What follows belongs to an exercise in optimizing a design on an open flow for small area, a short achievable clock period and few clock cycles; a production flow would make more cautious choices.

==> flow/design.v <==
module mul8bc2(a, b, p, ovf);
	input  [7:0] a, b;
	output [7:0] p;
	output ovf;
	assign p = a * b;
	function [3:0] hexp(input [7:0] x);
		reg [7:0] t; reg pw; reg [3:0] l;
		begin
			t = x ^ {8{x[7]}};
			l = t[6] ? 4'd6 : t[5] ? 4'd5 : t[4] ? 4'd4 : t[3] ? 4'd3 :
			    t[2] ? 4'd2 : t[1] ? 4'd1 : t[0] ? 4'd0 : 4'd15;
			pw = x[7] & ((t & (t + 8'd1)) == 8'd0);
			hexp = l + {3'b0, pw};
		end
	endfunction
	wire [3:0] ha = hexp(a);
	wire [3:0] hb = hexp(b);
	wire [3:0] hs = ha + hb;
	wire nz = (a != 8'd0) && (b != 8'd0);
	wire neg = a[7] ^ b[7];
	assign ovf = nz & ((hs >= 4'd8) | ((hs == 4'd7) & ~(neg & (p == 8'h80))) |
	                   ((hs == 4'd6) & (p[7] ^ neg)));
endmodule
module coprocessador(
	instruction,
	clk,
	rst,
	wr,
	dataOut,
	incorrect_addr_flag,
	overflow_flag,
	done_flag
);
	input [17:0] instruction;
	input clk, rst, wr;
	output reg [7:0] dataOut;
	output reg incorrect_addr_flag;
	output overflow_flag;
	output done_flag;
	localparam NOP = 3'b000, LOAD = 3'b001, STORE = 3'b010, ADD = 3'b011,
	           SUB = 3'b100, MULE = 3'b101, MULM = 3'b110, RST = 3'b111;
	wire [2:0] opcode = instruction[2:0];
	reg armed;         
	reg done;
	reg [17:0] ir;     
	reg ir_wr;
	reg st_pend;       
	reg clr_pend;      
	reg czero;         
	reg ovf;
	wire start = armed & (opcode != NOP) & ~rst;
	wire op_in = (opcode == ADD) | (opcode == SUB) | (opcode == MULE) | (opcode == MULM);
	wire start_op = start & op_in;
	assign done_flag = done;
	assign overflow_flag = ovf;
	reg is_mulm, is_mule, is_add, is_sub;
	wire [7:0] scal = ir[10:3];    
	reg act1;                  
	reg first1, last1;
	reg [4:0] sa;              
	reg [4:0] jn, kn;          
	reg act2, first2, last2;
	reg [4:0] b2;              
	reg [7:0] yq;
	reg [7:0] p2 [0:4];
	reg pov2;
	wire nlast = is_mulm ? (jn[4] & kn[4]) : jn[4];
	wire [4:0] jrot = {jn[3:0], jn[4]};
	wire [4:0] krot = {kn[3:0], kn[4]};
	always @(posedge clk) begin
		ir <= instruction;
		ir_wr <= wr;
		if (rst) begin
			armed <= 1'b1;
			done <= 1'b0;
			st_pend <= 1'b0;
			clr_pend <= 1'b0;
			act1 <= 1'b0;
			act2 <= 1'b0;
		end else begin
			armed <= (opcode == NOP);
			st_pend <= start & (opcode == STORE);
			clr_pend <= start & (opcode == RST);
			if (start) begin
				done <= ~op_in;
			end else if (act2 & last2) begin
				done <= 1'b1;
			end
			if (start_op) begin
				act1 <= 1'b1;
			end else if (act1 & last1) begin
				act1 <= 1'b0;
			end
			act2 <= act1;
		end
		if (start_op) begin
			is_mulm <= (opcode == MULM);
			is_mule <= (opcode == MULE);
			is_add <= (opcode == ADD);
			is_sub <= (opcode == SUB);
			sa <= 5'b00001;
			first1 <= 1'b1;
			last1 <= 1'b0;
			if (opcode == MULM) begin
				jn <= 5'b00001;
				kn <= 5'b00010;
			end else begin
				jn <= 5'b00010;
				kn <= 5'b00001;
			end
		end else begin
			sa <= is_mulm ? kn : jn;
			first1 <= ~is_mulm | kn[0];
			last1 <= nlast;
			if (is_mulm) begin
				kn <= krot;
				if (kn[4]) jn <= jrot;
			end else begin
				jn <= jrot;
			end
		end
		first2 <= first1;
		last2 <= last1;
		b2 <= sa;
	end
	always @(posedge clk) begin
		if (start & (opcode == LOAD)) begin
			incorrect_addr_flag <= (instruction[5:3] > 3'd4) | (instruction[8:6] > 3'd4);
		end else if (start & (opcode == STORE)) begin
			incorrect_addr_flag <= (instruction[6:4] > 3'd4) | (instruction[9:7] > 3'd4);
		end
	end
	reg [7:0] A [0:4][0:4];
	reg [7:0] B [0:4][0:4];
	wire clear = rst | clr_pend;
	wire [7:0] wdata = ir[17:10] & {8{~clear}};
	wire st_ok = st_pend & ir_wr;
	genvar r, c;
	generate
		for (r = 0; r < 5; r = r + 1) begin : gr
			for (c = 0; c < 5; c = c + 1) begin : gc
				wire hit = st_ok & (ir[9:7] == r) & (ir[6:4] == c);
				always @(posedge clk) begin
					if (clear | (hit & ~ir[3])) A[r][c] <= wdata;
					if (clear | (hit & ir[3])) B[r][c] <= wdata;
				end
			end
		end
	endgenerate
	reg [7:0] C [0:4][0:4];
	always @(posedge clk) begin
		if (rst | (start & (opcode == RST))) czero <= 1'b1;
		else if (act2) czero <= 1'b0;
	end
	wire [4:0] lrow, lcol;
	generate
		for (c = 0; c < 5; c = c + 1) begin : ld
			assign lrow[c] = (instruction[8:6] == c);
			assign lcol[c] = (instruction[5:3] == c);
		end
	endgenerate
	reg [7:0] lrowv [0:4];
	reg [7:0] lval;
	integer i, k;
	always @(*) begin
		lval = 8'd0;
		for (i = 0; i < 5; i = i + 1) begin
			lrowv[i] = 8'd0;
			for (k = 0; k < 5; k = k + 1)
				lrowv[i] = lrowv[i] | (C[i][k] & {8{lcol[k]}});
			lval = lval | (lrowv[i] & {8{lrow[i]}});
		end
	end
	always @(posedge clk) begin
		if (start & (opcode == LOAD)) dataOut <= lval & {8{~czero}};
	end
	wire [4:0] sb = is_mulm ? jn : b2;     
	reg [7:0] acol [0:4];
	reg [7:0] bcol [0:4];
	reg [7:0] bnext;
	always @(*) begin
		bnext = 8'd0;
		for (i = 0; i < 5; i = i + 1) begin
			acol[i] = 8'd0;
			bcol[i] = 8'd0;
			for (k = 0; k < 5; k = k + 1) begin
				acol[i] = acol[i] | (A[i][k] & {8{sa[k]}});
				bcol[i] = bcol[i] | (B[i][k] & {8{sb[k]}});
			end
			bnext = bnext | (bcol[i] & {8{kn[i]}});
		end
	end
	always @(posedge clk) begin
		if (start_op)
			yq <= (opcode == MULM) ? B[0][0] : (opcode == MULE) ? instruction[10:3] : 8'd1;
		else
			yq <= is_mulm ? bnext : is_mule ? scal : 8'd1;
	end
	wire [4:0] mov;
	wire [7:0] prod [0:4];
	wire [4:0] aov;
	wire [4:0] b80;
	generate
		for (r = 0; r < 5; r = r + 1) begin : lane
			mul8bc2 m(acol[r], yq, prod[r], mov[r]);
			always @(posedge clk) p2[r] <= prod[r];
			wire [7:0] left = is_mulm ? (first2 ? 8'd0 : C[r][4]) :
			                  is_add ? bcol[r] : is_sub ? ~bcol[r] : 8'd0;
			wire [7:0] sum = left + p2[r] + {7'd0, is_sub};
			assign aov[r] = (left[7] == p2[r][7]) & (sum[7] != left[7]);
			assign b80[r] = is_sub & (bcol[r] == 8'h80);
			always @(posedge clk) begin
				if (act2) begin
					if (first2) begin
						C[r][0] <= C[r][1];
						C[r][1] <= C[r][2];
						C[r][2] <= C[r][3];
						C[r][3] <= C[r][4];
					end
					C[r][4] <= sum;
				end
			end
		end
	endgenerate
	always @(posedge clk) begin
		pov2 <= |mov;
		if (start_op) ovf <= 1'b0;
		else if (act2) ovf <= ovf | pov2 | (|aov) | (|b80);
	end
endmodule
Settings: LEC_CHECK=0, ABC_CLOCK_PERIOD_IN_PS=4000, CAP_MARGIN=40, CORE_MARGIN=2, CORE_UTILIZATION=40, SLEW_MARGIN=40; clock period 20.0 ns.
run.sh (not shown) runs the stock make flow with config.mk's settings and CLKGATE_MAP_FILE= SYNTH_SCRIPT=/design/flow/synth_recipe.tcl, a recipe that flattens the netlist after the stock synthesis.
The baseline produced a clean layout.
Rerun with:
Settings changed: ABC_CLOCK_PERIOD_IN_PS 4000 to unset.
The new run went through all stages and came out clean.
Non-clock buffer count is unchanged.
Synthesized cell count stays the same.
Routed wire length stays the same.
Function was not checked in any run of this note: the RTL went through the layout flow alone.

-- separate check: timing with driven ports --
The results above use ideal ports. As a check the final layouts listed here were re-extracted and re-timed, cells and wires unchanged. Step 1 assumes that a clkbuf_16 drives the clock port and a buf_2 every other input. Step 2, shift: input delay + t, output delay - t, t = (earliest + latest rising clock arrival at the registers) / 2. This alone moves slack from input paths to output paths. a / b / c = ideal ports / drivers / drivers and shift; a / b = the first two.
run | t, ns | setup slack, ns | slew at the worst register clock pin (ns) | cell pins on the clock port's net
the first run | 0.678 | 13.837 / 13.851 / 13.184 | 0.07 / 0.07 | 1
the second run | 0.678 | 13.837 / 13.851 / 13.184 | 0.07 / 0.07 | 1
After both steps every run listed still meets setup and hold.
